From an optimization exercise on the open Yosys and OpenROAD flow, aimed at small area and a short achievable clock period; shortcuts taken in it are not production practice.
RTL that was checked went through simulation tests only; none was proved equivalent to the original.
No functional check of the RTL was part of run 2.
Power figures rest on the tool's default switching activity, not on a simulated workload.

==> flow/design.v <==
`timescale 1ns/1ps
module fir_low_pass_filter(Data_out, Data_in, clk, rst);
  output [15:0] Data_out;
  input [7:0] Data_in;
  input clk, rst;
  reg [7:0] x1;
  reg [7:0] x2;
  reg [7:0] x3;
  reg [7:0] x4;
  reg [7:0] x5;
  reg [7:0] x6;
  reg [7:0] x7;
  reg [7:0] x8;
  reg [7:0] x9;
  reg [7:0] x10;
  reg [7:0] x11;
  reg [7:0] x12;
  reg [7:0] x13;
  reg [7:0] x14;
  reg [7:0] x15;
  reg [7:0] x16;
  reg [7:0] x17;
  reg [7:0] x18;
  reg [7:0] x19;
  reg [7:0] x20;
  reg [7:0] x21;
  reg [7:0] x22;
  reg [7:0] x23;
  reg [7:0] x24;
  reg [7:0] x25;
  reg [7:0] x26;
  reg [14:0] P2a;
  reg [13:0] P2b;
  reg [12:0] P2c;
  reg [15:0] Pa;
  reg [15:0] Pb;
  reg [15:0] Q;
  reg [9:0] V;
  reg [8:0] Y;
  reg [6:0] YH;
  reg [6:0] T;
  wire hs1, hc1;
  fir_ha u_ha1 (.a(x12[0]), .b(x12[3]), .s(hs1), .co(hc1));
  wire fs2, fc2;
  fir_fa u_fa2 (.a(x12[0]), .b(x12[1]), .c(x12[4]), .s(fs2), .co(fc2));
  wire fs3, fc3;
  fir_fa u_fa3 (.a(x14[0]), .b(x23[3]), .c(x25[4]), .s(fs3), .co(fc3));
  wire fs4, fc4;
  fir_fa u_fa4 (.a(x10[0]), .b(x10[2]), .c(x10[3]), .s(fs4), .co(fc4));
  wire hs5, hc5;
  fir_ha u_ha5 (.a(x25[5]), .b(x9[0]), .s(hs5), .co(hc5));
  wire fs6, fc6;
  fir_fa u_fa6 (.a(x12[1]), .b(x12[2]), .c(x12[5]), .s(fs6), .co(fc6));
  wire fs7, fc7;
  fir_fa u_fa7 (.a(x14[1]), .b(x23[4]), .c(x25[5]), .s(fs7), .co(fc7));
  wire fs8, fc8;
  fir_fa u_fa8 (.a(x10[1]), .b(x10[3]), .c(x10[4]), .s(fs8), .co(fc8));
  wire fs9, fc9;
  fir_fa u_fa9 (.a(x11[1]), .b(x11[2]), .c(x11[5]), .s(fs9), .co(fc9));
  wire fs10, fc10;
  fir_fa u_fa10 (.a(x22[5]), .b(x24[4]), .c(x26[5]), .s(fs10), .co(fc10));
  wire fs11, fc11;
  fir_fa u_fa11 (.a(x12[2]), .b(x12[3]), .c(x12[6]), .s(fs11), .co(fc11));
  wire fs12, fc12;
  fir_fa u_fa12 (.a(x14[2]), .b(x23[5]), .c(x25[6]), .s(fs12), .co(fc12));
  wire fs13, fc13;
  fir_fa u_fa13 (.a(x10[2]), .b(x10[4]), .c(x10[5]), .s(fs13), .co(fc13));
  wire fs14, fc14;
  fir_fa u_fa14 (.a(x11[2]), .b(x11[3]), .c(x11[6]), .s(fs14), .co(fc14));
  wire fs15, fc15;
  fir_fa u_fa15 (.a(x22[6]), .b(x24[5]), .c(x26[6]), .s(fs15), .co(fc15));
  wire hs16, hc16;
  fir_ha u_ha16 (.a(x25[7]), .b(x9[2]), .s(hs16), .co(hc16));
  wire fs17, fc17;
  fir_fa u_fa17 (.a(x12[3]), .b(x12[4]), .c(x12[7]), .s(fs17), .co(fc17));
  wire fs18, fc18;
  fir_fa u_fa18 (.a(x14[3]), .b(x23[6]), .c(x25[7]), .s(fs18), .co(fc18));
  wire fs19, fc19;
  fir_fa u_fa19 (.a(x10[3]), .b(x10[5]), .c(x10[6]), .s(fs19), .co(fc19));
  wire fs20, fc20;
  fir_fa u_fa20 (.a(x11[3]), .b(x11[4]), .c(x11[7]), .s(fs20), .co(fc20));
  wire fs21, fc21;
  fir_fa u_fa21 (.a(x22[7]), .b(x24[6]), .c(x26[7]), .s(fs21), .co(fc21));
  wire fs22, fc22;
  fir_fa u_fa22 (.a(x12[4]), .b(x12[5]), .c(x14[4]), .s(fs22), .co(fc22));
  wire fs23, fc23;
  fir_fa u_fa23 (.a(x10[4]), .b(x10[6]), .c(x10[7]), .s(fs23), .co(fc23));
  wire fs24, fc24;
  fir_fa u_fa24 (.a(x12[1]), .b(x23[0]), .c(x25[1]), .s(fs24), .co(fc24));
  wire fs25, fc25;
  fir_fa u_fa25 (.a(x12[2]), .b(x23[1]), .c(x25[2]), .s(fs25), .co(fc25));
  wire fs26, fc26;
  fir_fa u_fa26 (.a(x10[0]), .b(x10[1]), .c(x11[2]), .s(fs26), .co(fc26));
  wire fs27, fc27;
  fir_fa u_fa27 (.a(x23[2]), .b(x25[3]), .c(x25[4]), .s(fs27), .co(fc27));
  wire fs28, fc28;
  fir_fa u_fa28 (.a(x10[1]), .b(x10[2]), .c(x11[0]), .s(fs28), .co(fc28));
  wire fs29, fc29;
  fir_fa u_fa29 (.a(x11[3]), .b(x22[3]), .c(x24[2]), .s(fs29), .co(fc29));
  wire fs30, fc30;
  fir_fa u_fa30 (.a(x11[0]), .b(x11[1]), .c(x11[4]), .s(fs30), .co(fc30));
  wire fs31, fc31;
  fir_fa u_fa31 (.a(x22[4]), .b(x24[3]), .c(x26[4]), .s(fs31), .co(fc31));
  wire fs32, fc32;
  fir_fa u_fa32 (.a(hc1), .b(hs5), .c(fs2), .s(fs32), .co(fc32));
  wire hs33, hc33;
  fir_han u_ha33 (.a(x7[3]), .b(x7[5]), .s(hs33), .co(hc33));
  wire fs34, fc34;
  fir_fa u_fa34 (.a(x25[6]), .b(x9[1]), .c(hc5), .s(fs34), .co(fc34));
  wire fs35, fc35;
  fir_fa u_fa35 (.a(x7[4]), .b(x7[6]), .c(fc4), .s(fs35), .co(fc35));
  wire fs36, fc36;
  fir_fa u_fa36 (.a(fc2), .b(fc3), .c(fs6), .s(fs36), .co(fc36));
  wire fs37, fc37;
  fir_fa u_fa37 (.a(fs10), .b(fs8), .c(fs9), .s(fs37), .co(fc37));
  wire fs38, fc38;
  fir_fa u_fa38 (.a(hs16), .b(fc6), .c(fc7), .s(fs38), .co(fc38));
  wire fs39, fc39;
  fir_fa u_fa39 (.a(x7[5]), .b(x7[7]), .c(fc10), .s(fs39), .co(fc39));
  wire fs40, fc40;
  fir_fa u_fa40 (.a(fc8), .b(fc9), .c(fs13), .s(fs40), .co(fc40));
  wire fs41, fc41;
  fir_fa u_fa41 (.a(fs11), .b(fs12), .c(~fs14), .s(fs41), .co(fc41));
  wire fs42, fc42;
  fir_fa u_fa42 (.a(x9[3]), .b(hc16), .c(fc11), .s(fs42), .co(fc42));
  wire fs43, fc43;
  fir_fa u_fa43 (.a(x7[6]), .b(fc13), .c(fc14), .s(fs43), .co(fc43));
  wire fs44, fc44;
  fir_fa u_fa44 (.a(fc12), .b(fs17), .c(fs18), .s(fs44), .co(fc44));
  wire fs45, fc45;
  fir_fa u_fa45 (.a(fc15), .b(fs19), .c(fs20), .s(fs45), .co(fc45));
  wire fs46, fc46;
  fir_fa u_fa46 (.a(x11[4]), .b(x11[5]), .c(x24[7]), .s(fs46), .co(fc46));
  wire fs47, fc47;
  fir_fa u_fa47 (.a(x23[7]), .b(x9[4]), .c(fc17), .s(fs47), .co(fc47));
  wire fs48, fc48;
  fir_fa u_fa48 (.a(x7[7]), .b(fc19), .c(fc20), .s(fs48), .co(fc48));
  wire fs49, fc49;
  fir_fa u_fa49 (.a(fc18), .b(~fc21), .c(fs22), .s(fs49), .co(fc49));
  wire fs50, fc50;
  fir_fa u_fa50 (.a(x12[5]), .b(x12[6]), .c(x14[5]), .s(fs50), .co(fc50));
  wire fs51, fc51;
  fir_fa u_fa51 (.a(x10[5]), .b(x10[7]), .c(x11[5]), .s(fs51), .co(fc51));
  wire hs52, hc52;
  fir_ha u_ha52 (.a(x9[5]), .b(fc22), .s(hs52), .co(hc52));
  wire hs53, hc53;
  fir_ha u_ha53 (.a(x12[6]), .b(x12[7]), .s(hs53), .co(hc53));
  wire hs54, hc54;
  fir_ha u_ha54 (.a(x12[0]), .b(x25[0]), .s(hs54), .co(hc54));
  wire fs55, fc55;
  fir_fa u_fa55 (.a(x10[0]), .b(x11[1]), .c(x22[1]), .s(fs55), .co(fc55));
  wire fs56, fc56;
  fir_fa u_fa56 (.a(x24[0]), .b(x26[1]), .c(x7[0]), .s(fs56), .co(fc56));
  wire fs57, fc57;
  fir_fa u_fa57 (.a(x22[2]), .b(x24[1]), .c(x26[2]), .s(fs57), .co(fc57));
  wire fs58, fc58;
  fir_fa u_fa58 (.a(x25[3]), .b(fc24), .c(fs25), .s(fs58), .co(fc58));
  wire hs59, hc59;
  fir_han u_ha59 (.a(x7[1]), .b(x7[3]), .s(hs59), .co(hc59));
  wire fs60, fc60;
  fir_fa u_fa60 (.a(x26[3]), .b(x7[2]), .c(x7[4]), .s(fs60), .co(fc60));
  wire fs61, fc61;
  fir_fa u_fa61 (.a(hs1), .b(fc25), .c(fs27), .s(fs61), .co(fc61));
  wire fs62, fc62;
  fir_fa u_fa62 (.a(fc26), .b(fs28), .c(fs29), .s(fs62), .co(fc62));
  wire fs63, fc63;
  fir_fa u_fa63 (.a(hs33), .b(fc27), .c(fs3), .s(fs63), .co(fc63));
  wire fs64, fc64;
  fir_fa u_fa64 (.a(fc28), .b(fc29), .c(fs30), .s(fs64), .co(fc64));
  wire fs65, fc65;
  fir_fa u_fa65 (.a(fs31), .b(fs4), .c(~fs32), .s(fs65), .co(fc65));
  wire fs66, fc66;
  fir_fa u_fa66 (.a(hc33), .b(fs7), .c(fs34), .s(fs66), .co(fc66));
  wire fs67, fc67;
  fir_fa u_fa67 (.a(fc30), .b(fc31), .c(fs35), .s(fs67), .co(fc67));
  wire fs68, fc68;
  fir_fa u_fa68 (.a(fc32), .b(fs36), .c(~fs37), .s(fs68), .co(fc68));
  wire fs69, fc69;
  fir_fa u_fa69 (.a(fc34), .b(fc36), .c(fs38), .s(fs69), .co(fc69));
  wire fs70, fc70;
  fir_fa u_fa70 (.a(fs15), .b(fc35), .c(fc37), .s(fs70), .co(fc70));
  wire fs71, fc71;
  fir_fa u_fa71 (.a(fs39), .b(fs40), .c(~fs41), .s(fs71), .co(fc71));
  wire fs72, fc72;
  fir_fa u_fa72 (.a(fc38), .b(fc41), .c(fs42), .s(fs72), .co(fc72));
  wire fs73, fc73;
  fir_fa u_fa73 (.a(fs21), .b(fc39), .c(fc40), .s(fs73), .co(fc73));
  wire fs74, fc74;
  fir_fa u_fa74 (.a(fs43), .b(~fs44), .c(fs45), .s(fs74), .co(fc74));
  wire fs75, fc75;
  fir_fa u_fa75 (.a(fs23), .b(fs46), .c(fc43), .s(fs75), .co(fc75));
  wire fs76, fc76;
  fir_fa u_fa76 (.a(fc42), .b(fc44), .c(fs47), .s(fs76), .co(fc76));
  wire fs77, fc77;
  fir_fa u_fa77 (.a(fc45), .b(fs48), .c(~fs49), .s(fs77), .co(fc77));
  wire fs78, fc78;
  fir_fa u_fa78 (.a(x11[6]), .b(fc23), .c(fc46), .s(fs78), .co(fc78));
  wire fs79, fc79;
  fir_fa u_fa79 (.a(fs50), .b(hs52), .c(fc47), .s(fs79), .co(fc79));
  wire fs80, fc80;
  fir_fa u_fa80 (.a(fs51), .b(fc48), .c(~fc49), .s(fs80), .co(fc80));
  wire fs81, fc81;
  fir_fa u_fa81 (.a(x10[6]), .b(x11[6]), .c(x11[7]), .s(fs81), .co(fc81));
  wire fs82, fc82;
  fir_fa u_fa82 (.a(x14[6]), .b(x9[6]), .c(hs53), .s(fs82), .co(fc82));
  wire fs83, fc83;
  fir_fa u_fa83 (.a(fc50), .b(~fc51), .c(hc52), .s(fs83), .co(fc83));
  wire fs84, fc84;
  fir_fa u_fa84 (.a(x12[7]), .b(x14[7]), .c(x9[7]), .s(fs84), .co(fc84));
  wire hs85, hc85;
  fir_han u_ha85 (.a(x10[7]), .b(x11[7]), .s(hs85), .co(hc85));
  wire fs86, fc86;
  fir_fa u_fa86 (.a(x11[0]), .b(x22[0]), .c(x26[0]), .s(fs86), .co(fc86));
  wire fs87, fc87;
  fir_fa u_fa87 (.a(x25[2]), .b(hc54), .c(fs24), .s(fs87), .co(fc87));
  wire hs88, hc88;
  fir_han u_ha88 (.a(x7[2]), .b(fs55), .s(hs88), .co(hc88));
  wire fs89, fc89;
  fir_fa u_fa89 (.a(fc55), .b(fc56), .c(fs26), .s(fs89), .co(fc89));
  wire fs90, fc90;
  fir_fa u_fa90 (.a(hs59), .b(~fs57), .c(fs58), .s(fs90), .co(fc90));
  wire fs91, fc91;
  fir_fa u_fa91 (.a(hc59), .b(fc58), .c(fs61), .s(fs91), .co(fc91));
  wire fs92, fc92;
  fir_fa u_fa92 (.a(fc57), .b(fs60), .c(fs62), .s(fs92), .co(fc92));
  wire fs93, fc93;
  fir_fa u_fa93 (.a(fc60), .b(fc62), .c(fs64), .s(fs93), .co(fc93));
  wire fs94, fc94;
  fir_fa u_fa94 (.a(fc61), .b(fs63), .c(~fs65), .s(fs94), .co(fc94));
  wire fs95, fc95;
  fir_fa u_fa95 (.a(fc64), .b(fc65), .c(fs67), .s(fs95), .co(fc95));
  wire fs96, fc96;
  fir_fa u_fa96 (.a(fc63), .b(fs66), .c(fs68), .s(fs96), .co(fc96));
  wire fs97, fc97;
  fir_fa u_fa97 (.a(fc66), .b(fc68), .c(fs69), .s(fs97), .co(fc97));
  wire fs98, fc98;
  fir_fa u_fa98 (.a(fc67), .b(fs70), .c(fs71), .s(fs98), .co(fc98));
  wire fs99, fc99;
  fir_fa u_fa99 (.a(fc70), .b(fc71), .c(fs73), .s(fs99), .co(fc99));
  wire fs100, fc100;
  fir_fa u_fa100 (.a(fc69), .b(fs72), .c(~fs74), .s(fs100), .co(fc100));
  wire fs101, fc101;
  fir_fa u_fa101 (.a(fc73), .b(fs75), .c(fc74), .s(fs101), .co(fc101));
  wire fs102, fc102;
  fir_fa u_fa102 (.a(fc72), .b(fs76), .c(~fs77), .s(fs102), .co(fc102));
  wire fs103, fc103;
  fir_fa u_fa103 (.a(fs78), .b(fc75), .c(fc77), .s(fs103), .co(fc103));
  wire fs104, fc104;
  fir_fa u_fa104 (.a(fc76), .b(fs79), .c(~fs80), .s(fs104), .co(fc104));
  wire fs105, fc105;
  fir_fa u_fa105 (.a(fs82), .b(fs83), .c(fc79), .s(fs105), .co(fc105));
  wire fs106, fc106;
  fir_fa u_fa106 (.a(fs81), .b(fc78), .c(fc80), .s(fs106), .co(fc106));
  wire fs107, fc107;
  fir_fa u_fa107 (.a(hc53), .b(hs85), .c(fs84), .s(fs107), .co(fc107));
  wire fs108, fc108;
  fir_fa u_fa108 (.a(~fc81), .b(fc82), .c(fc83), .s(fs108), .co(fc108));
  wire hs109, hc109;
  fir_ha u_ha109 (.a(x25[1]), .b(hs54), .s(hs109), .co(hc109));
  wire fs110, fc110;
  fir_fa u_fa110 (.a(fc86), .b(fs56), .c(~hs88), .s(fs110), .co(fc110));
  wire fs111, fc111;
  fir_fa u_fa111 (.a(hc88), .b(fc87), .c(fs90), .s(fs111), .co(fc111));
  wire fs112, fc112;
  fir_fa u_fa112 (.a(~fc89), .b(fc90), .c(fs91), .s(fs112), .co(fc112));
  wire fs113, fc113;
  fir_fa u_fa113 (.a(~fc91), .b(fc92), .c(fs93), .s(fs113), .co(fc113));
  wire fs114, fc114;
  fir_fa u_fa114 (.a(fc93), .b(~fc94), .c(fs95), .s(fs114), .co(fc114));
  wire fs115, fc115;
  fir_fa u_fa115 (.a(~fc95), .b(fc96), .c(fs97), .s(fs115), .co(fc115));
  wire fs116, fc116;
  fir_fa u_fa116 (.a(~fc97), .b(fc98), .c(fs99), .s(fs116), .co(fc116));
  wire fs117, fc117;
  fir_fa u_fa117 (.a(fc99), .b(~fc100), .c(fs101), .s(fs117), .co(fc117));
  wire fs118, fc118;
  fir_fa u_fa118 (.a(fc101), .b(~fc102), .c(fs103), .s(fs118), .co(fc118));
  wire fs119, fc119;
  fir_fa u_fa119 (.a(~fs105), .b(fs106), .c(fc103), .s(fs119), .co(fc119));
  wire fs120, fc120;
  fir_fa u_fa120 (.a(fs107), .b(fs108), .c(fc105), .s(fs120), .co(fc120));
  wire fs121, fc121;
  fir_fa u_fa121 (.a(hc85), .b(fc84), .c(fc107), .s(fs121), .co(fc121));
  wire hs122, hc122;
  fir_ha u_ha122 (.a(P2a[3]), .b(P2b[3]), .s(hs122), .co(hc122));
  wire fs123, fc123;
  fir_fa u_fa123 (.a(P2a[4]), .b(x14[1]), .c(x14[2]), .s(fs123), .co(fc123));
  wire fs124, fc124;
  fir_fa u_fa124 (.a(x16[0]), .b(x16[3]), .c(x17[2]), .s(fs124), .co(fc124));
  wire fs125, fc125;
  fir_fa u_fa125 (.a(P2b[5]), .b(x14[0]), .c(x14[2]), .s(fs125), .co(fc125));
  wire fs126, fc126;
  fir_fa u_fa126 (.a(x14[3]), .b(x16[1]), .c(x16[4]), .s(fs126), .co(fc126));
  wire fs127, fc127;
  fir_fa u_fa127 (.a(x17[3]), .b(x17[5]), .c(x2[4]), .s(fs127), .co(fc127));
  wire fs128, fc128;
  fir_fa u_fa128 (.a(P2a[6]), .b(P2c[5]), .c(x14[1]), .s(fs128), .co(fc128));
  wire fs129, fc129;
  fir_fa u_fa129 (.a(x14[3]), .b(x14[4]), .c(x16[2]), .s(fs129), .co(fc129));
  wire fs130, fc130;
  fir_fa u_fa130 (.a(x16[5]), .b(x17[4]), .c(x17[6]), .s(fs130), .co(fc130));
  wire hs131, hc131;
  fir_ha u_ha131 (.a(x2[5]), .b(x9[2]), .s(hs131), .co(hc131));
  wire fs132, fc132;
  fir_fa u_fa132 (.a(P2a[7]), .b(P2b[7]), .c(x14[2]), .s(fs132), .co(fc132));
  wire fs133, fc133;
  fir_fa u_fa133 (.a(x14[4]), .b(x14[5]), .c(x16[3]), .s(fs133), .co(fc133));
  wire fs134, fc134;
  fir_fa u_fa134 (.a(x16[6]), .b(x17[5]), .c(x17[7]), .s(fs134), .co(fc134));
  wire fs135, fc135;
  fir_fa u_fa135 (.a(x2[6]), .b(x9[3]), .c(x9[6]), .s(fs135), .co(fc135));
  wire fs136, fc136;
  fir_fa u_fa136 (.a(P2c[7]), .b(x14[3]), .c(x14[5]), .s(fs136), .co(fc136));
  wire fs137, fc137;
  fir_fa u_fa137 (.a(x14[6]), .b(x16[4]), .c(x16[7]), .s(fs137), .co(fc137));
  wire fs138, fc138;
  fir_fa u_fa138 (.a(x17[6]), .b(x2[7]), .c(x9[4]), .s(fs138), .co(fc138));
  wire hs139, hc139;
  fir_han u_ha139 (.a(P2a[8]), .b(P2b[8]), .s(hs139), .co(hc139));
  wire fs140, fc140;
  fir_fa u_fa140 (.a(P2b[9]), .b(P2c[8]), .c(x14[4]), .s(fs140), .co(fc140));
  wire fs141, fc141;
  fir_fa u_fa141 (.a(x14[6]), .b(x14[7]), .c(x16[5]), .s(fs141), .co(fc141));
  wire hs142, hc142;
  fir_ha u_ha142 (.a(P2a[1]), .b(P2b[1]), .s(hs142), .co(hc142));
  wire fs143, fc143;
  fir_fa u_fa143 (.a(P2c[1]), .b(x14[0]), .c(x16[1]), .s(fs143), .co(fc143));
  wire fs144, fc144;
  fir_fa u_fa144 (.a(x17[0]), .b(x17[2]), .c(x2[1]), .s(fs144), .co(fc144));
  wire fs145, fc145;
  fir_fa u_fa145 (.a(x14[0]), .b(x14[1]), .c(x16[2]), .s(fs145), .co(fc145));
  wire fs146, fc146;
  fir_fa u_fa146 (.a(x17[1]), .b(x17[3]), .c(x2[2]), .s(fs146), .co(fc146));
  wire hs147, hc147;
  fir_ha u_ha147 (.a(x9[2]), .b(hs122), .s(hs147), .co(hc147));
  wire fs148, fc148;
  fir_fa u_fa148 (.a(x17[4]), .b(x2[3]), .c(x9[0]), .s(fs148), .co(fc148));
  wire fs149, fc149;
  fir_fa u_fa149 (.a(x9[3]), .b(hc122), .c(fs123), .s(fs149), .co(fc149));
  wire fs150, fc150;
  fir_fa u_fa150 (.a(P2b[4]), .b(P2c[3]), .c(~fs124), .s(fs150), .co(fc150));
  wire fs151, fc151;
  fir_fa u_fa151 (.a(x9[1]), .b(x9[4]), .c(fc123), .s(fs151), .co(fc151));
  wire fs152, fc152;
  fir_fa u_fa152 (.a(fc124), .b(fs125), .c(fs126), .s(fs152), .co(fc152));
  wire fs153, fc153;
  fir_fa u_fa153 (.a(P2a[5]), .b(P2c[4]), .c(~fs127), .s(fs153), .co(fc153));
  wire fs154, fc154;
  fir_fa u_fa154 (.a(x9[5]), .b(hs131), .c(fc125), .s(fs154), .co(fc154));
  wire fs155, fc155;
  fir_fa u_fa155 (.a(fc126), .b(fc127), .c(fs128), .s(fs155), .co(fc155));
  wire fs156, fc156;
  fir_fa u_fa156 (.a(~P2b[6]), .b(fs129), .c(fs130), .s(fs156), .co(fc156));
  wire fs157, fc157;
  fir_fa u_fa157 (.a(hc131), .b(fc128), .c(fc129), .s(fs157), .co(fc157));
  wire fs158, fc158;
  fir_fa u_fa158 (.a(fc130), .b(fs132), .c(fs133), .s(fs158), .co(fc158));
  wire fs159, fc159;
  fir_fa u_fa159 (.a(~P2c[6]), .b(fs134), .c(fs135), .s(fs159), .co(fc159));
  wire fs160, fc160;
  fir_fa u_fa160 (.a(x9[7]), .b(hs139), .c(fc132), .s(fs160), .co(fc160));
  wire fs161, fc161;
  fir_fa u_fa161 (.a(fc133), .b(fc134), .c(fc135), .s(fs161), .co(fc161));
  wire fs162, fc162;
  fir_fa u_fa162 (.a(fs136), .b(fs137), .c(fs138), .s(fs162), .co(fc162));
  wire fs163, fc163;
  fir_fa u_fa163 (.a(x17[7]), .b(x9[5]), .c(hc139), .s(fs163), .co(fc163));
  wire fs164, fc164;
  fir_fa u_fa164 (.a(fc136), .b(fc137), .c(fc138), .s(fs164), .co(fc164));
  wire fs165, fc165;
  fir_fa u_fa165 (.a(~P2a[9]), .b(fs140), .c(fs141), .s(fs165), .co(fc165));
  wire fs166, fc166;
  fir_fa u_fa166 (.a(P2b[10]), .b(P2c[9]), .c(x14[5]), .s(fs166), .co(fc166));
  wire fs167, fc167;
  fir_fa u_fa167 (.a(x14[7]), .b(x16[6]), .c(x9[6]), .s(fs167), .co(fc167));
  wire fs168, fc168;
  fir_fa u_fa168 (.a(~P2a[10]), .b(fc140), .c(fc141), .s(fs168), .co(fc168));
  wire fs169, fc169;
  fir_fa u_fa169 (.a(P2b[11]), .b(P2c[10]), .c(x14[6]), .s(fs169), .co(fc169));
  wire hs170, hc170;
  fir_ha u_ha170 (.a(x16[7]), .b(x9[7]), .s(hs170), .co(hc170));
  wire fs171, fc171;
  fir_fa u_fa171 (.a(x16[0]), .b(x17[1]), .c(x2[0]), .s(fs171), .co(fc171));
  wire fs172, fc172;
  fir_fa u_fa172 (.a(x9[1]), .b(hc142), .c(fs143), .s(fs172), .co(fc172));
  wire hs173, hc173;
  fir_han u_ha173 (.a(P2a[2]), .b(P2b[2]), .s(hs173), .co(hc173));
  wire fs174, fc174;
  fir_fa u_fa174 (.a(fc143), .b(fc144), .c(fs145), .s(fs174), .co(fc174));
  wire fs175, fc175;
  fir_fa u_fa175 (.a(~P2c[2]), .b(fs146), .c(hs147), .s(fs175), .co(fc175));
  wire fs176, fc176;
  fir_fa u_fa176 (.a(fc145), .b(fc146), .c(fs148), .s(fs176), .co(fc176));
  wire fs177, fc177;
  fir_fa u_fa177 (.a(hc147), .b(fs149), .c(~fs150), .s(fs177), .co(fc177));
  wire fs178, fc178;
  fir_fa u_fa178 (.a(fc148), .b(fc149), .c(fs151), .s(fs178), .co(fc178));
  wire fs179, fc179;
  fir_fa u_fa179 (.a(fc150), .b(~fs152), .c(fs153), .s(fs179), .co(fc179));
  wire fs180, fc180;
  fir_fa u_fa180 (.a(fc151), .b(fc152), .c(fs154), .s(fs180), .co(fc180));
  wire fs181, fc181;
  fir_fa u_fa181 (.a(~fc153), .b(fs155), .c(fs156), .s(fs181), .co(fc181));
  wire fs182, fc182;
  fir_fa u_fa182 (.a(fc154), .b(fc155), .c(fc156), .s(fs182), .co(fc182));
  wire fs183, fc183;
  fir_fa u_fa183 (.a(fs157), .b(fs158), .c(fs159), .s(fs183), .co(fc183));
  wire fs184, fc184;
  fir_fa u_fa184 (.a(fc157), .b(fc158), .c(fc159), .s(fs184), .co(fc184));
  wire fs185, fc185;
  fir_fa u_fa185 (.a(fs160), .b(fs161), .c(fs162), .s(fs185), .co(fc185));
  wire fs186, fc186;
  fir_fa u_fa186 (.a(fs163), .b(fc160), .c(fc161), .s(fs186), .co(fc186));
  wire fs187, fc187;
  fir_fa u_fa187 (.a(fc162), .b(fs164), .c(fs165), .s(fs187), .co(fc187));
  wire fs188, fc188;
  fir_fa u_fa188 (.a(fs166), .b(fs167), .c(fc163), .s(fs188), .co(fc188));
  wire fs189, fc189;
  fir_fa u_fa189 (.a(fc164), .b(fc165), .c(fs168), .s(fs189), .co(fc189));
  wire fs190, fc190;
  fir_fa u_fa190 (.a(hs170), .b(fc166), .c(fc167), .s(fs190), .co(fc190));
  wire fs191, fc191;
  fir_fa u_fa191 (.a(~P2a[11]), .b(fs169), .c(fc168), .s(fs191), .co(fc191));
  wire fs192, fc192;
  fir_fa u_fa192 (.a(P2a[12]), .b(P2c[11]), .c(x14[7]), .s(fs192), .co(fc192));
  wire fs193, fc193;
  fir_fa u_fa193 (.a(~P2b[12]), .b(hc170), .c(fc169), .s(fs193), .co(fc193));
  wire hs194, hc194;
  fir_han u_ha194 (.a(P2a[13]), .b(P2b[13]), .s(hs194), .co(hc194));
  wire hs195, hc195;
  fir_ha u_ha195 (.a(1'b0), .b(P2b[0]), .s(hs195), .co(hc195));
  wire fs196, fc196;
  fir_fa u_fa196 (.a(x9[0]), .b(hs142), .c(fs171), .s(fs196), .co(fc196));
  wire fs197, fc197;
  fir_fa u_fa197 (.a(hs173), .b(fc171), .c(fs144), .s(fs197), .co(fc197));
  wire fs198, fc198;
  fir_fa u_fa198 (.a(hc173), .b(fc172), .c(fs174), .s(fs198), .co(fc198));
  wire fs199, fc199;
  fir_fa u_fa199 (.a(fc174), .b(fs176), .c(fc175), .s(fs199), .co(fc199));
  wire fs200, fc200;
  fir_fa u_fa200 (.a(fc176), .b(fc177), .c(fs178), .s(fs200), .co(fc200));
  wire fs201, fc201;
  fir_fa u_fa201 (.a(fc178), .b(fs180), .c(fs181), .s(fs201), .co(fc201));
  wire fs202, fc202;
  fir_fa u_fa202 (.a(fc180), .b(fc181), .c(fs182), .s(fs202), .co(fc202));
  wire fs203, fc203;
  fir_fa u_fa203 (.a(fc182), .b(fc183), .c(fs184), .s(fs203), .co(fc203));
  wire fs204, fc204;
  fir_fa u_fa204 (.a(fc184), .b(fs186), .c(fc185), .s(fs204), .co(fc204));
  wire fs205, fc205;
  fir_fa u_fa205 (.a(fs188), .b(fc186), .c(fc187), .s(fs205), .co(fc205));
  wire fs206, fc206;
  fir_fa u_fa206 (.a(fs190), .b(fc188), .c(fc189), .s(fs206), .co(fc206));
  wire fs207, fc207;
  fir_fa u_fa207 (.a(fs192), .b(fc190), .c(fs193), .s(fs207), .co(fc207));
  wire fs208, fc208;
  fir_fa u_fa208 (.a(hs194), .b(fc192), .c(fc193), .s(fs208), .co(fc208));
  wire fs209, fc209;
  fir_fa u_fa209 (.a(1'b0), .b(1'b0), .c(hc194), .s(fs209), .co(fc209));
  wire hs210, hc210;
  fir_ha u_ha210 (.a(1'b0), .b(1'b0), .s(hs210), .co(hc210));
  wire hs211, hc211;
  fir_ha u_ha211 (.a(x17[0]), .b(hs195), .s(hs211), .co(hc211));
  wire fs212, fc212;
  fir_fa u_fa212 (.a(~P2c[0]), .b(hc195), .c(fs196), .s(fs212), .co(fc212));
  wire fs213, fc213;
  fir_fa u_fa213 (.a(fc196), .b(fs172), .c(fs197), .s(fs213), .co(fc213));
  wire fs214, fc214;
  fir_fa u_fa214 (.a(fc197), .b(fs175), .c(fs198), .s(fs214), .co(fc214));
  wire fs215, fc215;
  fir_fa u_fa215 (.a(fc198), .b(fs177), .c(fs199), .s(fs215), .co(fc215));
  wire fs216, fc216;
  fir_fa u_fa216 (.a(~fs179), .b(fc199), .c(fs200), .s(fs216), .co(fc216));
  wire fs217, fc217;
  fir_fa u_fa217 (.a(~fc179), .b(fc200), .c(fs201), .s(fs217), .co(fc217));
  wire fs218, fc218;
  fir_fa u_fa218 (.a(fs183), .b(fc201), .c(fs202), .s(fs218), .co(fc218));
  wire fs219, fc219;
  fir_fa u_fa219 (.a(fs185), .b(fc202), .c(fs203), .s(fs219), .co(fc219));
  wire fs220, fc220;
  fir_fa u_fa220 (.a(fs187), .b(fc203), .c(fs204), .s(fs220), .co(fc220));
  wire fs221, fc221;
  fir_fa u_fa221 (.a(fs189), .b(fc204), .c(fs205), .s(fs221), .co(fc221));
  wire fs222, fc222;
  fir_fa u_fa222 (.a(fs191), .b(fs206), .c(fc205), .s(fs222), .co(fc222));
  wire fs223, fc223;
  fir_fa u_fa223 (.a(fc191), .b(fs207), .c(fc206), .s(fs223), .co(fc223));
  wire fs224, fc224;
  fir_fa u_fa224 (.a(~P2c[12]), .b(fc207), .c(fs208), .s(fs224), .co(fc224));
  wire fs225, fc225;
  fir_fa u_fa225 (.a(~P2a[14]), .b(fs209), .c(fc208), .s(fs225), .co(fc225));
  wire fs226, fc226;
  fir_fa u_fa226 (.a(1'b0), .b(hs210), .c(fc209), .s(fs226), .co(fc226));
  wire hs227, hc227;
  fir_han u_ha227 (.a(Pa[2]), .b(Pb[2]), .s(hs227), .co(hc227));
  wire fs228, fc228;
  fir_fa u_fa228 (.a(Pa[3]), .b(Pb[3]), .c(x1[1]), .s(fs228), .co(fc228));
  wire fs229, fc229;
  fir_fa u_fa229 (.a(Pa[4]), .b(Pb[4]), .c(x1[2]), .s(fs229), .co(fc229));
  wire fs230, fc230;
  fir_fa u_fa230 (.a(Pa[5]), .b(Pb[5]), .c(x1[3]), .s(fs230), .co(fc230));
  wire fs231, fc231;
  fir_fa u_fa231 (.a(Pa[6]), .b(Pb[6]), .c(x1[4]), .s(fs231), .co(fc231));
  wire fs232, fc232;
  fir_fa u_fa232 (.a(Pa[7]), .b(Pb[7]), .c(x1[5]), .s(fs232), .co(fc232));
  wire fs233, fc233;
  fir_fa u_fa233 (.a(Pa[8]), .b(Pb[8]), .c(x1[6]), .s(fs233), .co(fc233));
  wire fs234, fc234;
  fir_fa u_fa234 (.a(Pa[9]), .b(Pb[9]), .c(x1[7]), .s(fs234), .co(fc234));
  wire hs235, hc235;
  fir_ha u_ha235 (.a(x2[0]), .b(hs227), .s(hs235), .co(hc235));
  wire fs236, fc236;
  fir_fa u_fa236 (.a(x2[1]), .b(hc227), .c(~fs228), .s(fs236), .co(fc236));
  wire fs237, fc237;
  fir_fa u_fa237 (.a(~x2[2]), .b(fc228), .c(fs229), .s(fs237), .co(fc237));
  wire fs238, fc238;
  fir_fa u_fa238 (.a(~x2[3]), .b(fc229), .c(fs230), .s(fs238), .co(fc238));
  wire fs239, fc239;
  fir_fa u_fa239 (.a(~x2[4]), .b(fc230), .c(fs231), .s(fs239), .co(fc239));
  wire fs240, fc240;
  fir_fa u_fa240 (.a(~x2[5]), .b(fc231), .c(fs232), .s(fs240), .co(fc240));
  wire fs241, fc241;
  fir_fa u_fa241 (.a(~x2[6]), .b(fc232), .c(fs233), .s(fs241), .co(fc241));
  wire fs242, fc242;
  fir_fa u_fa242 (.a(~x2[7]), .b(fc233), .c(fs234), .s(fs242), .co(fc242));
  wire fs243, fc243;
  fir_fa u_fa243 (.a(Pa[10]), .b(Pb[10]), .c(fc234), .s(fs243), .co(fc243));
  wire hs244, hc244;
  fir_han u_ha244 (.a(Pa[11]), .b(Pb[11]), .s(hs244), .co(hc244));
  wire hs245, hc245;
  fir_han u_ha245 (.a(Pa[12]), .b(Pb[12]), .s(hs245), .co(hc245));
  wire hs246, hc246;
  fir_han u_ha246 (.a(Pa[13]), .b(Pb[13]), .s(hs246), .co(hc246));
  wire hs247, hc247;
  fir_han u_ha247 (.a(Pa[14]), .b(Pb[14]), .s(hs247), .co(hc247));
  wire hs248, hc248;
  fir_han u_ha248 (.a(Pa[15]), .b(Pb[15]), .s(hs248), .co(hc248));
  wire [15:0] Q_sum;
  fir_add16 u_Q_add (.a({hc247, hc246, hc245, hc244, hs244, ~fc242, ~fc241, ~fc240, ~fc239, ~fc238, ~fc237, fc236, hc235, ~x1[0], ~Pa[1], Pa[0]}), .b({hs248, hs247, hs246, hs245, ~fc243, ~fs243, ~fs242, ~fs241, ~fs240, ~fs239, ~fs238, ~fs237, fs236, hs235, ~Pb[1], ~Pb[0]}), .s(Q_sum));
  wire [9:0] V_n;
  fir_mul3 u_v (.d(Data_in), .v(V_n));
  wire [15:0] R;
  fir_add16 u_r_add (.a(Q), .b({6'd0, V}), .s(R));
  wire [9:0] L_n;
  wire [6:0] K;
  fir_ones7 u_ones (.a(R[15:9]), .k(K));
  fir_addlo u_lo_add (.r(R[8:0]), .d(Data_in), .y(L_n));
  wire C9;
  fir_gt8 u_c9 (.a(Data_in), .b(~R[8:1]), .gt(C9));
  wire rst_n;
  fir_inv u_rst_n (.a(rst), .y(rst_n));
  reg rq, rqn;
  always @(posedge clk) begin
    rq <= rst;
    rqn <= ~rst;
  end
  always @(posedge clk) begin
    if (rst) begin
      V[0] <= 1'h0;
      V[1] <= 1'h0;
      V[2] <= 1'h0;
      V[3] <= 1'h0;
      V[4] <= 1'h0;
      V[5] <= 1'h0;
      V[6] <= 1'h0;
      V[7] <= 1'h0;
      V[8] <= 1'h0;
      V[9] <= 1'h0;
      Y[0] <= 1'h0;
      Y[1] <= 1'h0;
      Y[2] <= 1'h0;
      Y[3] <= 1'h0;
      Y[4] <= 1'h0;
      Y[5] <= 1'h0;
      Y[6] <= 1'h0;
      Y[7] <= 1'h0;
      Y[8] <= 1'h0;
      YH[0] <= 1'h0;
      YH[1] <= 1'h0;
      YH[2] <= 1'h0;
      YH[3] <= 1'h0;
      YH[4] <= 1'h0;
      YH[5] <= 1'h0;
      YH[6] <= 1'h0;
      T[0] <= 1'h0;
      T[1] <= 1'h0;
      T[2] <= 1'h0;
      T[3] <= 1'h0;
      T[4] <= 1'h0;
      T[5] <= 1'h0;
      T[6] <= 1'h0;
    end else begin
      V[0] <= V_n[0];
      V[1] <= V_n[1];
      V[2] <= V_n[2];
      V[3] <= V_n[3];
      V[4] <= V_n[4];
      V[5] <= V_n[5];
      V[6] <= V_n[6];
      V[7] <= V_n[7];
      V[8] <= V_n[8];
      V[9] <= V_n[9];
      Y[0] <= L_n[0];
      Y[1] <= L_n[1];
      Y[2] <= L_n[2];
      Y[3] <= L_n[3];
      Y[4] <= L_n[4];
      Y[5] <= L_n[5];
      Y[6] <= L_n[6];
      Y[7] <= L_n[7];
      Y[8] <= L_n[8];
      YH[0] <= R[9];
      YH[1] <= R[10];
      YH[2] <= R[11];
      YH[3] <= R[12];
      YH[4] <= R[13];
      YH[5] <= R[14];
      YH[6] <= R[15];
      T[0] <= (C9 & K[0]);
      T[1] <= (C9 & K[1]);
      T[2] <= (C9 & K[2]);
      T[3] <= (C9 & K[3]);
      T[4] <= (C9 & K[4]);
      T[5] <= (C9 & K[5]);
      T[6] <= (C9 & K[6]);
    end
  end
  always @(posedge clk) begin
    if (!rst_n) begin
      x1 <= 8'hff;
    end else begin
      x1 <= ~Data_in;
    end
  end
  always @(posedge clk) begin
    if (rst | rq) begin
      Q[0] <= 1'h0;
      Q[1] <= 1'h0;
      Q[2] <= 1'h0;
      Q[3] <= 1'h0;
      Q[4] <= 1'h0;
      Q[5] <= 1'h0;
      Q[6] <= 1'h0;
      Q[7] <= 1'h0;
      Q[8] <= 1'h0;
      Q[9] <= 1'h0;
      Q[10] <= 1'h0;
      Q[11] <= 1'h0;
      Q[12] <= 1'h0;
      Q[13] <= 1'h0;
      Q[14] <= 1'h0;
      Q[15] <= 1'h0;
    end else begin
      Q[0] <= Q_sum[0];
      Q[1] <= Q_sum[1];
      Q[2] <= Q_sum[2];
      Q[3] <= Q_sum[3];
      Q[4] <= Q_sum[4];
      Q[5] <= Q_sum[5];
      Q[6] <= Q_sum[6];
      Q[7] <= Q_sum[7];
      Q[8] <= Q_sum[8];
      Q[9] <= Q_sum[9];
      Q[10] <= Q_sum[10];
      Q[11] <= Q_sum[11];
      Q[12] <= Q_sum[12];
      Q[13] <= Q_sum[13];
      Q[14] <= Q_sum[14];
      Q[15] <= Q_sum[15];
    end
  end
  always @(posedge clk) begin
    if (rq) begin
      x2 <= 8'h0;
      x4 <= 8'h0;
      x6 <= 8'h0;
      x9 <= 8'h0;
      x12 <= 8'h0;
      x14 <= 8'h0;
      x16 <= 8'h0;
      x17 <= 8'h0;
      x19 <= 8'h0;
      x21 <= 8'h0;
      x23 <= 8'h0;
      x25 <= 8'h0;
      P2a[1] <= 1'h0;
      P2a[3] <= 1'h0;
      P2a[4] <= 1'h0;
      P2a[6] <= 1'h0;
      P2a[7] <= 1'h0;
      P2a[12] <= 1'h0;
      P2b[0] <= 1'h0;
      P2b[1] <= 1'h0;
      P2b[3] <= 1'h0;
      P2b[5] <= 1'h0;
      P2b[7] <= 1'h0;
      P2b[9] <= 1'h0;
      P2b[10] <= 1'h0;
      P2b[11] <= 1'h0;
      P2c[1] <= 1'h0;
      P2c[5] <= 1'h0;
      P2c[7] <= 1'h0;
      P2c[8] <= 1'h0;
      P2c[9] <= 1'h0;
      P2c[10] <= 1'h0;
      P2c[11] <= 1'h0;
      Pa[0] <= 1'h0;
    end else begin
      x2 <= ~x1;
      x4 <= ~x3;
      x6 <= ~x5;
      x9 <= ~x8;
      x12 <= ~x11;
      x14 <= ~x13;
      x16 <= ~x15;
      x17 <= x16;
      x19 <= ~x18;
      x21 <= ~x20;
      x23 <= ~x22;
      x25 <= ~x24;
      P2a[1] <= ~x7[1];
      P2a[3] <= ~fs89;
      P2a[4] <= ~fs92;
      P2a[6] <= ~fc113;
      P2a[7] <= ~fs98;
      P2a[12] <= ~fc106;
      P2b[0] <= ~x7[0];
      P2b[1] <= ~fs86;
      P2b[3] <= ~fc110;
      P2b[5] <= ~fs113;
      P2b[7] <= ~fc114;
      P2b[9] <= ~fc116;
      P2b[10] <= ~fc117;
      P2b[11] <= ~fc118;
      P2c[1] <= ~fs110;
      P2c[5] <= ~fs114;
      P2c[7] <= ~fs116;
      P2c[8] <= ~fs117;
      P2c[9] <= ~fs118;
      P2c[10] <= ~fs119;
      P2c[11] <= ~fc119;
      Pa[0] <= ~P2a[0];
    end
  end
  always @(posedge clk) begin
    if (!rqn) begin
      x3 <= 8'hff;
      x5 <= 8'hff;
      x7 <= 8'hff;
      x8 <= 8'hff;
      x10 <= 8'hff;
      x11 <= 8'hff;
      x13 <= 8'hff;
      x15 <= 8'hff;
      x18 <= 8'hff;
      x20 <= 8'hff;
      x22 <= 8'hff;
      x24 <= 8'hff;
      x26 <= 8'hff;
      P2a[0] <= 1'h1;
      P2a[2] <= 1'h1;
      P2a[5] <= 1'h1;
      P2a[8] <= 1'h1;
      P2a[9] <= 1'h1;
      P2a[10] <= 1'h1;
      P2a[11] <= 1'h1;
      P2a[13] <= 1'h1;
      P2a[14] <= 1'h1;
      P2b[2] <= 1'h1;
      P2b[4] <= 1'h1;
      P2b[6] <= 1'h1;
      P2b[8] <= 1'h1;
      P2b[12] <= 1'h1;
      P2b[13] <= 1'h1;
      P2c[0] <= 1'h1;
      P2c[2] <= 1'h1;
      P2c[3] <= 1'h1;
      P2c[4] <= 1'h1;
      P2c[6] <= 1'h1;
      P2c[12] <= 1'h1;
      Pa[1] <= 1'h1;
      Pa[2] <= 1'h1;
      Pa[3] <= 1'h1;
      Pa[4] <= 1'h1;
      Pa[5] <= 1'h1;
      Pa[6] <= 1'h1;
      Pa[7] <= 1'h1;
      Pa[8] <= 1'h1;
      Pa[9] <= 1'h1;
      Pa[10] <= 1'h1;
      Pa[11] <= 1'h1;
      Pa[12] <= 1'h1;
      Pa[13] <= 1'h1;
      Pa[14] <= 1'h1;
      Pa[15] <= 1'h1;
      Pb[0] <= 1'h1;
      Pb[1] <= 1'h1;
      Pb[2] <= 1'h1;
      Pb[3] <= 1'h1;
      Pb[4] <= 1'h1;
      Pb[5] <= 1'h1;
      Pb[6] <= 1'h1;
      Pb[7] <= 1'h1;
      Pb[8] <= 1'h1;
      Pb[9] <= 1'h1;
      Pb[10] <= 1'h1;
      Pb[11] <= 1'h1;
      Pb[12] <= 1'h1;
      Pb[13] <= 1'h1;
      Pb[14] <= 1'h1;
      Pb[15] <= 1'h1;
    end else begin
      x3 <= ~x2;
      x5 <= ~x4;
      x7 <= ~x6;
      x8 <= x7;
      x10 <= ~x9;
      x11 <= x10;
      x13 <= ~x12;
      x15 <= ~x14;
      x18 <= ~x17;
      x20 <= ~x19;
      x22 <= ~x21;
      x24 <= ~x23;
      x26 <= ~x25;
      P2a[0] <= ~x25[0];
      P2a[2] <= ~hc109;
      P2a[5] <= ~fc112;
      P2a[8] <= ~fs100;
      P2a[9] <= ~fs102;
      P2a[10] <= ~fs104;
      P2a[11] <= ~fc104;
      P2a[13] <= ~fs121;
      P2a[14] <= ~fc121;
      P2b[2] <= ~fs87;
      P2b[4] <= ~fc111;
      P2b[6] <= ~fs96;
      P2b[8] <= ~fc115;
      P2b[12] <= ~fs120;
      P2b[13] <= ~fc108;
      P2c[0] <= ~hs109;
      P2c[2] <= ~fs111;
      P2c[3] <= ~fs112;
      P2c[4] <= ~fs94;
      P2c[6] <= ~fs115;
      P2c[12] <= ~fc120;
      Pa[1] <= ~hc211;
      Pa[2] <= ~fc212;
      Pa[3] <= ~fc213;
      Pa[4] <= ~fc214;
      Pa[5] <= ~fc215;
      Pa[6] <= ~fc216;
      Pa[7] <= ~fc217;
      Pa[8] <= ~fc218;
      Pa[9] <= ~fc219;
      Pa[10] <= ~fc220;
      Pa[11] <= ~fc221;
      Pa[12] <= ~fc222;
      Pa[13] <= ~fs224;
      Pa[14] <= ~fc224;
      Pa[15] <= ~fs226;
      Pb[0] <= ~hs211;
      Pb[1] <= ~fs212;
      Pb[2] <= ~fs213;
      Pb[3] <= ~fs214;
      Pb[4] <= ~fs215;
      Pb[5] <= ~fs216;
      Pb[6] <= ~fs217;
      Pb[7] <= ~fs218;
      Pb[8] <= ~fs219;
      Pb[9] <= ~fs220;
      Pb[10] <= ~fs221;
      Pb[11] <= ~fs222;
      Pb[12] <= ~fs223;
      Pb[13] <= ~fc223;
      Pb[14] <= ~fs225;
      Pb[15] <= ~fc225;
    end
  end
  assign Data_out = {YH ^ T, Y};
endmodule
module fir_fa(a, b, c, s, co);
  input a, b, c;
  output s, co;
  assign s = a ^ b ^ c;
  assign co = (a & b) | (a & c) | (b & c);
endmodule
module fir_ha(a, b, s, co);
  input a, b;
  output s, co;
  assign s = a ^ b;
  assign co = a & b;
endmodule
module fir_han(a, b, s, co);
  input a, b;
  output s, co;
  assign s = a ^ b;
  assign co = ~(a | b);
endmodule
module fir_add16(a, b, s);
  input [15:0] a;
  input [15:0] b;
  output [15:0] s;
 wire [15:0] g0 = a & b;
 wire [15:0] p0 = a ^ b;
 wire G1 = g0[1] | (p0[1] & g0[0]);
 wire P1 = p0[1] & p0[0];
 wire G2 = g0[3] | (p0[3] & g0[2]);
 wire P2 = p0[3] & p0[2];
 wire G3 = g0[5] | (p0[5] & g0[4]);
 wire P3 = p0[5] & p0[4];
 wire G4 = g0[7] | (p0[7] & g0[6]);
 wire P4 = p0[7] & p0[6];
 wire G5 = g0[9] | (p0[9] & g0[8]);
 wire P5 = p0[9] & p0[8];
 wire G6 = g0[11] | (p0[11] & g0[10]);
 wire P6 = p0[11] & p0[10];
 wire G7 = g0[13] | (p0[13] & g0[12]);
 wire P7 = p0[13] & p0[12];
 wire G8 = g0[15] | (p0[15] & g0[14]);
 wire P8 = p0[15] & p0[14];
 wire G9 = G2 | (P2 & G1);
 wire P9 = P2 & P1;
 wire G10 = G4 | (P4 & G3);
 wire P10 = P4 & P3;
 wire G11 = G6 | (P6 & G5);
 wire P11 = P6 & P5;
 wire G12 = G8 | (P8 & G7);
 wire P12 = P8 & P7;
 wire G13 = G10 | (P10 & G9);
 wire P13 = P10 & P9;
 wire G14 = G12 | (P12 & G11);
 wire P14 = P12 & P11;
 wire G15 = G14 | (P14 & G13);
 wire P15 = P14 & P13;
 wire G16 = g0[2] | (p0[2] & G1);
 wire P16 = p0[2] & P1;
 wire G17 = g0[4] | (p0[4] & G9);
 wire P17 = p0[4] & P9;
 wire G18 = G3 | (P3 & G9);
 wire P18 = P3 & P9;
 wire G19 = g0[6] | (p0[6] & G18);
 wire P19 = p0[6] & P18;
 wire G20 = g0[8] | (p0[8] & G13);
 wire P20 = p0[8] & P13;
 wire G21 = G5 | (P5 & G13);
 wire P21 = P5 & P13;
 wire G22 = g0[10] | (p0[10] & G21);
 wire P22 = p0[10] & P21;
 wire G23 = G11 | (P11 & G13);
 wire P23 = P11 & P13;
 wire G24 = g0[12] | (p0[12] & G23);
 wire P24 = p0[12] & P23;
 wire G25 = G7 | (P7 & G23);
 wire P25 = P7 & P23;
 wire G26 = g0[14] | (p0[14] & G25);
 wire P26 = p0[14] & P25;
  assign s = {(p0[15] ^ G26), (p0[14] ^ G25), (p0[13] ^ G24), (p0[12] ^ G23), (p0[11] ^ G22), (p0[10] ^ G21), (p0[9] ^ G20), (p0[8] ^ G13), (p0[7] ^ G19), (p0[6] ^ G18), (p0[5] ^ G17), (p0[4] ^ G9), (p0[3] ^ G16), (p0[2] ^ G1), (p0[1] ^ g0[0]), p0[0]};
endmodule
module fir_inv(a, y);
  input a;
  output y;
  assign y = ~a;
endmodule
module fir_mul3(d, v);
  input [7:0] d;
  output [9:0] v;
  assign v = {2'd0, d} + {1'd0, d, 1'b0};
endmodule
module fir_addlo(r, d, y);
  input [8:0] r;
  input [7:0] d;
  output [9:0] y;
  assign y = {1'b0, r} + {1'b0, d, 1'b0};
endmodule
module fir_addlot(r, d, k, y, t);
  input [8:0] r;
  input [7:0] d;
  input [6:0] k;
  output [9:0] y;
  output [6:0] t;
  assign y = {1'b0, r} + {1'b0, d, 1'b0};
  assign t = {7{y[9]}} & k;
endmodule
module fir_gt8(a, b, gt);
  input [7:0] a, b;
  output gt;
  assign gt = a > b;
endmodule
module fir_ones7(a, k);
  input [6:0] a;
  output [6:0] k;
  assign k = {&a[5:0], &a[4:0], &a[3:0], &a[2:0], &a[1:0], a[0], 1'b1};
endmodule
module fir_inc7(a, y);
  input [6:0] a;
  output [6:0] y;
  assign y = a + 7'd1;
endmodule
==> flow/flow/run.sh <==
#!/bin/bash
set -euo pipefail
export BUFFER_PORTS_ARGS="-buffer_cell sky130_fd_sc_hd__buf_4"
export CTS_ARGS="-sink_clustering_enable -repair_clock_nets -sink_clustering_size 32 -sink_clustering_max_diameter 80 -buf_list {sky130_fd_sc_hd__clkbuf_8 sky130_fd_sc_hd__clkbuf_16} -dont_use_dummy_load"
bash standard.sh finish > layout.log 2>&1
==> flow/standard.sh <==
#!/bin/bash
# synth_recipe.tcl (not shown) runs the flow's synth.tcl, then flattens the netlist and writes it again
# the make line also repeats each setting of config.mk as NAME=value (left out here)
make -C /OpenROAD-flow-scripts/flow DESIGN_CONFIG=/design/flow/config.mk WORK_HOME=/design/flow/orfs CLKGATE_MAP_FILE= SYNTH_SCRIPT=/design/flow/synth_recipe.tcl "${@:-finish}"
==> flow/config.mk <==
export PLATFORM = sky130hd
export DESIGN_NAME = fir_low_pass_filter
export DESIGN_NICKNAME = fir_low_pass_filter
export VERILOG_FILES = /design/flow/design.v
export SDC_FILE = /design/flow/constraint.sdc
export NUM_CORES = 4
export LEC_CHECK = 0
export CAP_MARGIN = 20
export CORE_MARGIN = 2
export CORE_UTILIZATION = 40
export CTS_BUF_LIST = sky130_fd_sc_hd__clkbuf_8 sky130_fd_sc_hd__clkbuf_16
export CTS_CLUSTER_DIAMETER = 80
export CTS_CLUSTER_SIZE = 32
export SLEW_MARGIN = 20
export SYNTH_HIERARCHICAL = 1
==> flow/constraint.sdc <==
create_clock -name core_clock -period 11.0 [get_ports {clk}]
set_input_delay 2.2000 -clock core_clock [delete_from_list [all_inputs] [get_ports {clk}]]
set_output_delay 2.2000 -clock core_clock [all_outputs]
set_load 0.01 [all_outputs]
==> results of run 1 <==
[cell type report]
type | instances | area (um^2) | share of cell area
inverters | 146 | 548 | 0.0326
multi-input cells | 814 | 8320 | 0.494
flip-flops and latches | 332 | 6650 | 0.395
well taps | 518 | 648 | 0.0385
repair buffers | 28 | 210 | 0.0125
clock buffers | 18 | 450 | 0.0268
[worst max-delay path, stage by stage, from the launching register on]
cell and delay [ns]:
dfxtp_1 0.32, ha_1 0.14, inv_1 0.04, fa_1 0.40, nand2b_1 0.20, a21oi_2 0.25, nand2b_4 0.18, a21boi_1 0.07
fa_1 0.48, inv_1 0.05, inv_1 0.05, inv_1 0.03, ha_1 0.31, a21oi_1 0.16, o21ai_0 0.10, o22a_1 0.27
and3b_1 0.22
[through the flow]
step / util / instance area, um^2 / setup slack (ns) / cells / hold slack (ns)
after floorplan: - / 15900 / 7.53 / 1334 / 0.343
after global placement: 0.422 / 16400 / 7.25 / 1838 / 0.345
after detailed placement: 0.422 / 16400 / 7.23 / 1838 / 0.349
after CTS: 0.433 / 16800 / 7.56 / 1856 / 0.346
after global routing: 0.433 / 16800 / 7.36 / 1856 / 0.355
final: 0.433 / 16800 / 7.63 / 1856 / 0.343
[flip-flops by register name, summed over array words and instances, names as in the netlist, 9 cells and up]
name,flops
P2a,14
P2b,14
P2c,13
Pa,16
Pb,16
Q,16
V,10
Y,9
[per-layer routing]
layer / routed length (um) / part of all wire / vias to the layer above
met5: 0 / 0 / -
met4: 412 / 0.015 / 0
met3: 902 / 0.033 / 29
met2: 13400 / 0.48 / 93
met1: 12900 / 0.47 / 4169
li1: - / - / 4029
[layout by cell type (no fill, tap or decap), types with 7 or more instances in the layout]
master	n
fa_1	237
a21oi_2	9
nor2b_1	36
buf_4	28
nor3b_1	18
xor2_1	17
nor2_1	119
conb_1	15
nand2_1	160
dfxtp_1	330
ha_1	80
and3b_1	7
clkbuf_16	18
xnor2_1	14
nand2b_1	22
inv_1	145
a21oi_1	20
[how the worst max path moves through the flow]
stage / from / to / slack [ns]
3_3_place_gp: Data_in[1] / V[9] / 7.25
4_1_cts: Q[0] / T[6] / 7.56
5_1_grt: Q[0] / T[4] / 7.36
6_report: Q[0] / T[6] / 7.63
3_5_place_dp: Data_in[1] / V[9] / 7.23
2_1_floorplan: Data_in[0] / V[9] / 7.53
[power by group]
part | internal, mW | leakage (nW) | total (mW) | switching [mW]
logic | 0.0905 | 4.74 | 0.201 | 0.110
registers | 1.22 | 2.70 | 1.24 | 0.0158
clock network | 0.294 | 0.222 | 0.662 | 0.369
total | 1.61 | 7.65 | 2.10 | 0.495
==> impl_metrics.csv, run 1 <==
group,metric,value,unit
floorplanning,core_area,38800,um^2
grt,grt_usage,0.145,
floorplanning,initial_core_util,0.407,
grt,grt_pass1_wl,47000,um
grt,grt-ovfl-total,0,
clock_tree,clk_pin_slew_worst_paths,0.11,ns
critical_path,worstRegToRegCells,16,
placed_design,port_buffers,25,
clock_tree,ctsHoldBuffers,0,
pwr,finalPower,2.10,mW
clock_tree,cts_made_buffers,18,
critical_path,crit_arrival,3.76,ns
grt,antenna_found_initial,0,
sta,tightestPinTransition,1.02,ns
drt,ant_nets,0,
hold_path,hold_path_startpoint,"x6[2]",
finish,area_growth,6.47,%
logic_synthesis,netlist_instances,1321,
logic_synthesis,synth_area,15800,um^2
placed_design,place_congestion,0.829,
grt,grt_pass1_vias,9140,
grt,grtUsageMet1,0.197,
floorplanning,die_w,203,um
clock_tree,cts.sinks,332,
sta,tns,0,ns
hold_path,min_path_cells,1,
grt,grtUsageMet2,0.250,
finish,drive_above_1_share,0.0523,
clock_tree,postCtsSetupBuffers,0,
critical_path,crit_path_max_fanout,7,
clock_tree,ctsResizeCount,0,
grt,busiest_layer,"met2",
clock_tree,cts_root_buf,"clkbuf_16",
critical_path,r2r_slack,7.63,ns
job,max_cap_viol_count,0,
finish,nets,1667,
drt,drtIter0Drc,340,
pwr,leakage,7.65,nW
drt,vias_per_cell,4.48,
sta,rsz0062_at_grt,"false",
sta,slew_viol_final,0,
floorplanning,fp-row-count,72,
floorplanning,dieHeight,203,um
drt,post-route-drc-count,0,
floorplanning,io_pins,26,
grt,grt_start_max_net_pins,95,
hold_path,min_path_type,"reg2reg",
critical_path,regToRegEndpoint,"T[6]",
sta,fin_skew,0.0324,ns
drt,vias,8320,
critical_path,crit_path_start_kind,"flop",
drt,dr.pass1.iters,6,
pwr,powerDensity,125,nW/um^2
logic_synthesis,avgSynthCellArea,12.0,um^2
drt,wl_per_cell,14.9,um
pwr,vdd_drop_max,0.146,mV
clock_tree,clk_path_buf_depth,3,
critical_path,crit_type,"reg2reg",
finish,num_antenna_cells,0,
critical_path,cp_data_required_time,11.39,ns
clock_tree,insertion_delay,0.53,ns
sta,min_period,3.37,ns
logic_synthesis,yosys_warnings,7,
sta,max_slew_margin,0.321,
sta,setup_viol,0,
placed_design,dp_hpwl,21000,um
hold_path,min_to,"x7[2]",
grt,use_met3,0.0207,
sta,fin_crit_sh,0.306,
clock_tree,cts_tree,"built",
floorplanning,fp.dieArea,41100,um^2
run_status,status,"no timing/DRC/antenna violations",
sta,finalHoldViolCount,0,
critical_path,end_kind,"flop",
drt,wl,27600,um
sta,fmax,297,MHz
finish,fillers,3621,
clock_tree,h-tree-depth,1,
critical_path,timing.rr.start,"Q[0]",
==> run 2, diff against run 1 <==
--- a/flow/design.v
+++ b/flow/design.v
@@ -537,16 +537,16 @@
   fir_han u_ha248 (.a(Pa[15]), .b(Pb[15]), .s(hs248), .co(hc248));
   wire [15:0] Q_sum;
   fir_add16 u_Q_add (.a({hc247, hc246, hc245, hc244, hs244, ~fc242, ~fc241, ~fc240, ~fc239, ~fc238, ~fc237, fc236, hc235, ~x1[0], ~Pa[1], Pa[0]}), .b({hs248, hs247, hs246, hs245, ~fc243, ~fs243, ~fs242, ~fs241, ~fs240, ~fs239, ~fs238, ~fs237, fs236, hs235, ~Pb[1], ~Pb[0]}), .s(Q_sum));
+  wire [15:0] R;
   wire [9:0] V_n;
   fir_mul3 u_v (.d(Data_in), .v(V_n));
-  wire [15:0] R;
   fir_add16 u_r_add (.a(Q), .b({6'd0, V}), .s(R));
   wire [9:0] L_n;
   wire [6:0] K;
   fir_ones7 u_ones (.a(R[15:9]), .k(K));
   fir_addlo u_lo_add (.r(R[8:0]), .d(Data_in), .y(L_n));
   wire C9;
-  fir_gt8 u_c9 (.a(Data_in), .b(~R[8:1]), .gt(C9));
+  fir_gt8 u_c9 (.a(Data_in), .r(R[8:1]), .gt(C9));
   wire rst_n;
   fir_inv u_rst_n (.a(rst), .y(rst_n));
   reg rq, rqn;
@@ -982,10 +982,10 @@
   assign y = {1'b0, r} + {1'b0, d, 1'b0};
   assign t = {7{y[9]}} & k;
 endmodule
-module fir_gt8(a, b, gt);
-  input [7:0] a, b;
+module fir_gt8(a, r, gt);
+  input [7:0] a, r;
   output gt;
-  assign gt = a > b;
+  assign gt = a > ~r;
 endmodule
 module fir_ones7(a, k);
   input [6:0] a;
==> impl_metrics.csv, run 2 <==
group,metric,value,unit
finish,nets,1653,
hold_path,min_path_type,"reg2reg",
floorplanning,io_pins,26,
logic_synthesis,avgSynthCellArea,12.0,um^2
sta,rsz0062_at_grt,"false",
sta,slew_viol_final,0,
hold_path,min_path_cells,1,
critical_path,cp_data_required_time,11.38,ns
job,max_cap_viol_count,0,
finish,drive_above_1_share,0.0514,
hold_path,hold_path_startpoint,"x4[6]",
clock_tree,cts_tree,"built",
drt,wl_per_cell,15.1,um
logic_synthesis,synth_area,15700,um^2
critical_path,worstRegToRegCells,14,
grt,grt_pass1_vias,9275,
clock_tree,cts.sinks,332,
grt,grt-ovfl-total,0,
grt,grt_start_max_net_pins,96,
sta,tightestPinTransition,1.01,ns
logic_synthesis,yosys_warnings,7,
clock_tree,insertion_delay,0.53,ns
sta,finalHoldViolCount,0,
grt,grt_usage,0.145,
clock_tree,clk_pin_slew_worst_paths,0.10,ns
finish,layout_commonest_cell,"dfxtp_1",
floorplanning,dieHeight,202,um
clock_tree,ctsResizeCount,0,
drt,ant_nets,0,
finish,post-route-util,0.433,
sta,fin_ws,7.60,ns
sta,setup_viol,0,
drt,vias,8272,
floorplanning,fp.dieArea,41000,um^2
finish,area_growth,6.60,%
drt,dr.pass1.iters,4,
run_status,status,"no timing/DRC/antenna violations",
placed_design,dp_hpwl,21100,um
clock_tree,clk_path_buf_depth,3,
clock_tree,cts_made_buffers,19,
clock_tree,cts_root_buf,"clkbuf_16",
placed_design,place_ws,7.22,ns
placed_design,place_congestion,0.835,
floorplanning,initial_core_util,0.406,
critical_path,regToRegEndpoint,"T[3]",
sta,fin_skew,0.0531,ns
sta,min_period,3.40,ns
pwr,vdd_drop_max,0.112,mV
floorplanning,die_w,202,um
finish,num_antenna_cells,0,
grt,grt_pass1_wl,47400,um
clock_tree,postCtsSetupBuffers,0,
drt,vias_per_cell,4.49,
hold_path,min_to,"x5[6]",
critical_path,timing.rr.start,"Q[0]",
grt,antenna_found_initial,0,
logic_synthesis,netlist_instances,1307,
critical_path,end_kind,"flop",
critical_path,crit_arrival,3.77,ns
clock_tree,h-tree-depth,1,
sta,fmax,294,MHz
critical_path,crit_path_start_kind,"flop",
floorplanning,core_area,38700,um^2
finish,layout_common_cells,"dfxtp_1, fa_1, nand2_1",
sta,max_slew_margin,0.330,
sta,tns,0,ns
finish,reg_top3,"Pa: 16 flops, Pb: 16 flops, Q: 16 flops",
drt,drtIter0Drc,312,
pwr,leakage,7.58,nW
sta,fin_crit_sh,0.309,
floorplanning,fp-row-count,72,
pwr,powerDensity,126,nW/um^2
drt,wl,27800,um
placed_design,port_buffers,25,
drt,post-route-drc-count,0,
critical_path,r2r_slack,7.60,ns
critical_path,crit_type,"reg2reg",
critical_path,crit_path_max_fanout,7,
clock_tree,ctsHoldBuffers,0,
run 2: worst max-delay path by stage:
stage | from | end | slack (ns) | cells past startpoint
3_5_place_dp | Data_in[1] | V[9] | 7.22 | 7
6_report | Q[0] | T[3] | 7.60 | 14
2_1_floorplan | Data_in[0] | V[9] | 7.53 | 6
5_1_grt | Q[0] | T[6] | 7.35 | 14
3_3_place_gp | Data_in[1] | V[9] | 7.26 | 7
4_1_cts | Q[0] | T[4] | 7.54 | 14
run 2: cell type report:
cell class                      count  area [um^2]
Timing Repair Buffer               27          203
Sequential cell                   332         6650
Clock buffer                       19          475
Tap cell                          518          648
Inverter                          132          495
Multi-Input combinational cell    814         8310
Fill cell                        3623        22000
run 2: where the power goes:
| group | total (mW) | switching, mW | internal [mW] |
|---|---|---|---|
| clock | 0.679 | 0.370 | 0.309 |
| sequential | 1.24 | 0.0179 | 1.22 |
| combinational | 0.192 | 0.104 | 0.0876 |
run 2: per-stage QoR:
step | area (um^2) | hold slack [ns] | std cells | total power, mW
2_1_floorplan | 15800 | 0.343 | 1320 | 1.42
3_3_place_gp | 16300 | 0.345 | 1823 | 1.46
3_5_place_dp | 16300 | 0.348 | 1823 | 1.46
4_1_cts | 16800 | 0.340 | 1842 | 2.14
5_1_grt | 16800 | 0.355 | 1842 | 2.21
6_report | 16800 | 0.340 | 1842 | 2.11
run 2: worst max-delay path, stage by stage (launching register included):
cell and delay [ns]:
dfxtp_1 0.32, ha_1 0.14, inv_1 0.05, fa_1 0.40, nand2b_1 0.20, a21oi_2 0.23
nand2b_4 0.18, a21boi_1 0.07, fa_1 0.48, inv_1 0.06, ha_1 0.27, and4_1 0.21
a21boi_1 0.13, o31a_1 0.33, and3b_1 0.21
run 2: per-layer routing:
layer  wire length, um  GRT usage  up-vias
met1             13000      0.194     4148
met3               750     0.0174       37
met4               529     0.0287        0
li1                  -          -     4004
met5                 0          0        -
met2             13500      0.253       83

[re-timing with driven ports]
Ports are ideal in the flow. The routed layouts listed here were re-timed in OpenROAD. Step 1, drivers: a clkbuf_16 drives clk and a buf_2 each remaining input, both assumed. Step 2 also shifts input and output timing later by t, the mid clock arrival at the registers, as if the neighbouring blocks saw the same clock. Slacks: ideal / step 1 / step 2; pairs: ideal / step 1.
run	t (ns)	slack for setup (ns)	slew at the worst register clock pin (ns)	cell pins on the clock port's net
run 1	0.562	7.633 / 7.602 / 7.205	0.11 / 0.11	1
run 2	0.552	7.601 / 7.590 / 7.181	0.11 / 0.11	1
After both steps setup and hold are still met in every run listed. For run 1, which loses most, drivers alone change the setup slack by -0.031 ns; drivers and shift together by -0.428 ns.
